This design comes from an exercise in tuning for small area and a short achievable clock period on the open sky130 flow, not from production work.
No functional check of the RTL was part of this run.

==> design.v <==
module CC_top(
	input  wire              clk,
	input  wire signed [3:0] in_n0,
	input  wire signed [3:0] in_n1,
	input  wire signed [3:0] in_n2,
	input  wire signed [3:0] in_n3,
	input  wire        [2:0] opt,
	output reg  signed [8:0] out_n
);
reg signed [3:0] r_n0, r_n1, r_n2, r_n3;
reg        [2:0] r_opt;
wire signed [8:0] cc_out;
CC cc_0(
	.in_n0(r_n0),
	.in_n1(r_n1),
	.in_n2(r_n2),
	.in_n3(r_n3),
	.opt(r_opt),
	.out_n(cc_out)
);
always @(posedge clk) begin
	r_n0  <= in_n0;
	r_n1  <= in_n1;
	r_n2  <= in_n2;
	r_n3  <= in_n3;
	r_opt <= opt;
	out_n <= cc_out;
end
endmodule

module CC(
	in_n0,
	in_n1, 
	in_n2, 
	in_n3, 
	opt,
	out_n
);
input wire signed [3:0] in_n0, in_n1, in_n2, in_n3;
input wire [2:0] opt;
output reg signed [8:0] out_n;
reg signed [5:0] n0, n1, n2, n3;				 
reg signed [8:0] ar_n0, ar_n1, ar_n2, ar_n3;	 
wire signed [3:0] sort_n0, sort_n1, sort_n2, sort_n3;  
wire signed [5:0] rm_n0, rm_n1, rm_n2, rm_n3;	 
Sort sort_0(
	in_n0, in_n1, in_n2, in_n3, 
	sort_n0, sort_n1, sort_n2,sort_n3	
);
Reduce_mean rm_0(
	n0, n1, n2, n3,
	rm_n0, rm_n1, rm_n2, rm_n3
);
always @(*) begin
	case (opt[0])
		1'b0: begin
			n0 <= in_n0;
			n1 <= in_n1;
			n2 <= in_n2;
			n3 <= in_n3;
		end
		1'b1: begin
			n0 <= sort_n0;
			n1 <= sort_n1;
			n2 <= sort_n2;
			n3 <= sort_n3;			
		end
	endcase
	case (opt[1])
		1'b0: begin
			ar_n0 <= n0;
			ar_n1 <= n1;
			ar_n2 <= n2;
			ar_n3 <= n3;	
		end
		1'b1: begin
			ar_n0 <= rm_n0;
			ar_n1 <= rm_n1;
			ar_n2 <= rm_n2;
			ar_n3 <= rm_n3;				
		end
	endcase	
	case (opt[2])
		1'b0: begin
			out_n <= (ar_n3 + ar_n2) * ar_n1;
		end
		1'b1: begin
			out_n <= (2 * ar_n1 * ar_n0) + ar_n3;
		end
	endcase	
end
endmodule
module Reduce_mean (
	n0, n1, n2, n3,
	rm_n0, rm_n1, rm_n2, rm_n3
);
input wire signed [5:0] n0, n1, n2, n3;	 
output reg signed [5:0] rm_n0, rm_n1, rm_n2, rm_n3;
reg signed [6:0] mean;	 
always @(*) begin
	mean = (n0 + n1 + n2 + n3);
	if (mean >= 0) begin
		mean = mean >>> 2;
	end else begin
		mean = -mean;
		mean = mean >>> 2;
		mean = -mean;
	end
	rm_n0 <= n0 - mean;
	rm_n1 <= n1 - mean;
	rm_n2 <= n2 - mean;
	rm_n3 <= n3 - mean;
end
endmodule
module Sort (
	in_n0, in_n1, in_n2, in_n3, 
	sort_n0, sort_n1, sort_n2, sort_n3	
);
input signed [3:0] in_n0, in_n1, in_n2, in_n3;
output signed [3:0] sort_n0, sort_n1, sort_n2, sort_n3;
wire [1:0] max_idx, min_idx;
wire [3:0] temp_max[0:1], temp_min[0:1], mux_num_out_0[0:2], mux_num_out_1[0:1];
wire [1:0] temp_max_idx[0:1], temp_min_idx[0:1], mux_idx_out_0[0:2], mux_idx_out_1[0:1];
max max_0(in_n0, in_n1, 2'b00, 2'b01, temp_max[0], temp_max_idx[0]);
max max_1(temp_max[0], in_n2, temp_max_idx[0], 2'b10, temp_max[1], temp_max_idx[1]);
max max_2(temp_max[1], in_n3, temp_max_idx[1], 2'b11, sort_n0, max_idx);
min min_0(in_n0, in_n1, 2'b00, 2'b01, temp_min[0], temp_min_idx[0]);
min min_1(temp_min[0], in_n2, temp_min_idx[0], 2'b10, temp_min[1], temp_min_idx[1]);
min min_2(temp_min[1], in_n3, temp_min_idx[1], 2'b11, sort_n3, min_idx);
mux_4_3 mux_4_3_0(
				{in_n0, in_n1, in_n2, in_n3}, 
				{2'b00, 2'b01, 2'b10, 2'b11},
				max_idx, 
				{mux_num_out_0[0], mux_num_out_0[1], mux_num_out_0[2]},
				{mux_idx_out_0[0], mux_idx_out_0[1], mux_idx_out_0[2]}
				); 
mux_3_2 mux_3_2_0(
				{mux_num_out_0[0], mux_num_out_0[1], mux_num_out_0[2]},
				{mux_idx_out_0[0], mux_idx_out_0[1], mux_idx_out_0[2]},
				min_idx, 
				{mux_num_out_1[0], mux_num_out_1[1]},
				{mux_idx_out_1[0], mux_idx_out_1[1]}
				);
compare compare_0(mux_num_out_1[0], mux_num_out_1[1], sort_n1, sort_n2);
endmodule
module mux_4_3 (
		num,
		idx,
		sel_idx,
		num_out,
		idx_out
	);
input wire [15:0] num;
input wire [7:0] idx;
input wire [1:0] sel_idx;
wire [3:0] temp_num [0:3];
wire [1:0] temp_idx [0:3];
output reg [11:0] num_out;  
output reg [5:0] idx_out;  
assign {temp_num[0], temp_num[1], temp_num[2], temp_num[3]} = num;
assign {temp_idx[0], temp_idx[1], temp_idx[2], temp_idx[3]} = idx;
always @(*) begin
	if (sel_idx == temp_idx[0]) begin
		num_out <= {temp_num[1], temp_num[2], temp_num[3]};
		idx_out <= {temp_idx[1], temp_idx[2], temp_idx[3]};
	end else if (sel_idx == temp_idx[1]) begin
		num_out <= {temp_num[0], temp_num[2], temp_num[3]};
		idx_out <= {temp_idx[0], temp_idx[2], temp_idx[3]};
	end else if (sel_idx == temp_idx[2]) begin
		num_out <= {temp_num[0], temp_num[1], temp_num[3]};
		idx_out <= {temp_idx[0], temp_idx[1], temp_idx[3]};
	end else begin
		num_out <= {temp_num[0], temp_num[1], temp_num[2]};
		idx_out <= {temp_idx[0], temp_idx[1], temp_idx[2]};
	end	
end
endmodule
module mux_3_2 (
		num,
		idx,
		sel_idx,
		num_out,
		idx_out
	);
input wire [11:0] num;
input wire [5:0] idx;
input wire [1:0] sel_idx;
wire [3:0] temp_num [0:2];
wire [1:0] temp_idx [0:2];
output reg [7:0] num_out;  
output reg [3:0] idx_out;  
assign {temp_num[0], temp_num[1], temp_num[2]} = num;
assign {temp_idx[0], temp_idx[1], temp_idx[2]} = idx;
always @(*) begin
	if (sel_idx == temp_idx[0]) begin
		num_out <= {temp_num[1], temp_num[2]};
		idx_out <= {temp_idx[1], temp_idx[2]};
	end else if (sel_idx == temp_idx[1]) begin
		num_out <= {temp_num[0], temp_num[2]};
		idx_out <= {temp_idx[0], temp_idx[2]};
	end else begin
		num_out <= {temp_num[0], temp_num[1]};
		idx_out <= {temp_idx[0], temp_idx[1]};
	end	
end
endmodule
module max (
	num_1,
	num_2,
	idx_1,
	idx_2,
	max_num,
	max_idx
	);
input signed [3:0] num_1, num_2;
input wire [1:0] idx_1, idx_2;
output reg signed [3:0] max_num;
output reg [1:0] max_idx;
always @(*) begin
	if (num_1 > num_2) begin
		max_num <= num_1;
		max_idx <= idx_1;
	end else begin
		max_num <= num_2;
		max_idx <= idx_2;	
	end
end
endmodule
module min (
	num_1,
	num_2,
	idx_1,
	idx_2,
	min_num,
	min_idx
	);
input signed [3:0] num_1, num_2;
input wire [1:0] idx_1, idx_2;
output reg signed [3:0] min_num;
output reg [1:0] min_idx;
always @(*) begin
	if (num_1 > num_2) begin
		min_num <= num_2;
		min_idx <= idx_2;
	end else begin
		min_num <= num_1;
		min_idx <= idx_1;	
	end
end
endmodule
module compare (
		num_1,
		num_2,
		max_num,
		min_num
	);
input wire signed [3:0] num_1, num_2;
output reg signed [3:0] max_num, min_num;
always @(*) begin
	if (num_1 > num_2) begin
		max_num <= num_1;
		min_num <= num_2;
	end else begin
		max_num <= num_2;
		min_num <= num_1;
	end
end
endmodule
==> run.sh <==
#!/bin/bash
# synth_recipe.tcl (not shown) runs the flow's synth.tcl, then flattens the netlist and writes it again
# the make line also repeats each setting of config.mk as NAME=value (left out here)
make -C /OpenROAD-flow-scripts/flow DESIGN_CONFIG=/design/flow/config.mk WORK_HOME=/design/flow/orfs CLKGATE_MAP_FILE= SYNTH_SCRIPT=/design/flow/synth_recipe.tcl finish
==> config.mk <==
export PLATFORM = sky130hd
export DESIGN_NAME = CC_top
export DESIGN_NICKNAME = CC_top
export VERILOG_FILES = /design/flow/design.v
export SDC_FILE = /design/flow/constraint.sdc
export NUM_CORES = 4
export LEC_CHECK = 0
export CAP_MARGIN = 20
export CORE_MARGIN = 2
export CORE_UTILIZATION = 40
export SLEW_MARGIN = 20
==> constraint.sdc <==
create_clock -name core_clock -period 18.0 [get_ports {clk}]
set_input_delay 3.6000 -clock core_clock [delete_from_list [all_inputs] [get_ports {clk}]]
set_output_delay 3.6000 -clock core_clock [all_outputs]
set_load 0.01 [all_outputs]
==> results.txt <==
## kinds of logic (layout without fill, tap and decap cells)
kind of cell	after synthesis	after routing	share of synthesized area, %
and+or+nand+nor	232	232	17.03
AOI/OAI and AO/OA	176	176	19.60
adders and majority gates	143	143	33.16
buffers and inverters	130	147	7.933
xor gates and xnor gates	62	62	9.453
DFF	28	28	8.842
muxes	24	24	3.987
## area by class of cell
class | count | area, um^2 | area share (%)
sequential | 28 | 560.5 | 8.071
timing repair buffer | 34 | 325.3 | 4.684
multi-input combinational | 637 | 5301 | 76.33
clock buffer | 3 | 75.07 | 1.081
inverter | 110 | 412.9 | 5.945
tap | 216 | 270.3 | 3.891
## through the flow
step	TNS, ps	utilization [%]	std cells	worst slack (ps)	cell area [um^2]
6_report	0	44.20	1028	1199	6945
5_1_grt	-16.08	44.20	1028	-16.08	6945
4_1_cts	0	44.04	1028	746.5	6920
3_5_place_dp	0	43.57	1025	817.4	6845
3_3_place_gp	0	43.57	1025	1003	6845
2_1_floorplan	0	-	795	2605	6340
## layer usage
layer	vias up	wire length (um)	GRT usage, %
met5	-	0	0
met4	0	381	5.693
met3	31	666	1.558
met2	130	7048	31.35
met1	2515	7788	27.87
li1	2780	-	-
## registers in the layout (all words and copies together) (netlist names)
name,flops
r_n2,4
out_n,9
r_n3,4
r_n0,4
r_opt,3
r_n1,4
## placed cells by master (no fill, tap or decap), types with 4 or more instances in the layout
cell,count
inv_1,106
ha_1,100
nor2_1,80
nand2_1,61
xnor2_1,46
fa_1,42
a21oi_1,41
o21ai_0,30
clkdlybuf4s50_1,28
dfxtp_1,28
nand3_1,19
nor3_1,17
mux2i_1,14
a21o_1,13
a211oi_1,12
xor2_1,11
nor2b_1,10
mux2_2,10
o211ai_1,8
or3_1,8
o21a_1,7
nand2b_1,7
o21bai_1,7
or2_2,6
a31oi_1,6
buf_4,6
o211a_1,5
and3b_1,4
and3_1,4
## path summary, 6_finish.rpt
check             startpoint        to  slack, ps
setup / recovery     r_n1[1]  out_n[8]       1200
hold / removal      r_opt[2]  out_n[7]        710
setup reg to reg     r_n1[1]  out_n[8]       1200
hold reg to reg     r_opt[2]  out_n[7]        710
==> flow_summary_export.csv <==
group,metric,value,unit
timing,worst_clock_skew,7.681,ps
timing,hold-worst-slack,711.7,ps
timing,hold_viol,0,
clocking,post-cts-setup-buffers,0,
logic_synthesis,synth_warnings,9,
job,drv_cap,0,
floorplan,die_area,16870,um^2
clocking,cts_hold_buf,0,
floorplan,io_pins,29,
clocking,insertion_delay,270,ps
global_routing,first_global_vias,5288,
logic_synthesis,synthArstFlopShare,0,%
critical_path,slowest_stage,"or4_4",
floorplan,initial_core_util,40.35,%
timing,worstMarginPinSlew,825.6,ps
timing,fmax,59.52,MHz
final_layout,fin_nets,976,
routing,routed_wl,15880,um
critical_path,cp_common_cell,"ha_1",
logic_synthesis,yosys-top-cells-count,"inv_1 (106), ha_1 (100), nor2_1 (81)",
routing,wl_per_cell,15.45,um
critical_path,max_stage_delay,540,ps
timing,maxSlewViolCount,0,
critical_path,worstSetupPathType,"flip-flop to flip-flop",
clocking,clk_pin_slew,70,ps
critical_path,cp_num_cells,65,
routing,drt-pass1-iter-count,6,
logic_synthesis,ys.flop_type,"dfxtp_1",
final_layout,area_growth,9.552,%
clocking,h-tree-depth,1,
logic_synthesis,synthDistinctLibCells,78,
clocking,cts_resized,0,
routing,drt_drc_violations_left,0,
routing,dr.first_iter.drc_count,416,
logic_synthesis,yosysTopAreaCellShare,19.74,%
logic_synthesis,yosysTopAreaCell,"ha_1",
logic_synthesis,ys_seq_elements,28,
routing,detail-route-antenna-nets,0,
critical_path,ff2ff_path_depth,65,
place,portBuffers,28,
timing,finalCriticalPeriod,16800,ps
final_layout,antenna_cells,0,
logic_synthesis,synth.most_common_cell,"inv_1",
clocking,clk_path_buf_depth,2,
critical_path,crit_path_start_kind,"flip-flop",
global_routing,grt_pass1_wl,26320,um
clocking,cts.sinks,28,
final_layout,num-fill-cells,1598,
logic_synthesis,avgSynthCellArea,7.975,um^2
logic_synthesis,synthCells,795,
routing,via_count,5456,
critical_path,critPathRequiredTime,18150,ps
critical_path,crit_fanout,11,
timing,period_share,93.34,%
timing,relSlewSlack,44.96,%
final_layout,layout-drive-gt1-share,6.034,%
clocking,cts_buffers,3,
status,status,"complete, no violations",
global_routing,grt_use_total,19.45,%
critical_path,worst_setup_path_end_kind,"flip-flop",
critical_path,crit_buf_inv,6,
logic_synthesis,syn-num-nets,957,
logic_synthesis,synth-edff-count,0,
global_routing,antenna_found_initial,0,
place,globalplace.congestion,0.9576,
logic_synthesis,synth_area,6340,um^2
logic_synthesis,synthTopCellsByArea,"ha_1 (20%), fa_1 (13%), dfxtp_1 (8.8%)",
min_path,min_path_cells,1,
routing,routed_via_density,5.307,
logic_synthesis,synth-seq-area-share,8.842,%
global_routing,grt_max_degree,35,
min_path,hold_path.class,"flip-flop to flip-flop",
clocking,cts_root_buf,"clkbuf_16",
place,dpl.hpwl,13160,um
critical_path,crit_family,"adder cells",
critical_path,critPathArrivalTime,16960,ps
timing,setup_viol,0,
floorplan,rows,46,
floorplan,die_h,129.9,um
global_routing,grt_overflow,0,
clocking,cts_tree,"done",
floorplan,core_area,15710,um^2
floorplan,die_x,129.9,um

==> static timing again, ports no longer ideal <==
How much do the figures lean on ideal ports? The routed layout below was timed once more, with nothing changed but the port constraints.
Step 1 sets driving cells, clkbuf_16 on the clock port and buf_2 on the other inputs (assumed; they add their load-dependent delay and slew).
Step 2 also shifts input and output timing later by t, the mid clock arrival at the registers, as if the neighbouring blocks saw the same clock.
Slacks: ideal ports / drivers / drivers and shift; pairs: ideal ports / drivers.
t, ns: 0.302
setup WS [ns]: 1.199 / 1.199 / 1.199
clock arrival spread, ns: 0.007 / 0.008
worst register clock-pin slew, ns: 0.07 / 0.07
After both steps this run still meets setup and hold. For this run, drivers alone change the setup slack by 0.000 ns; drivers and shift together by 0.000 ns.
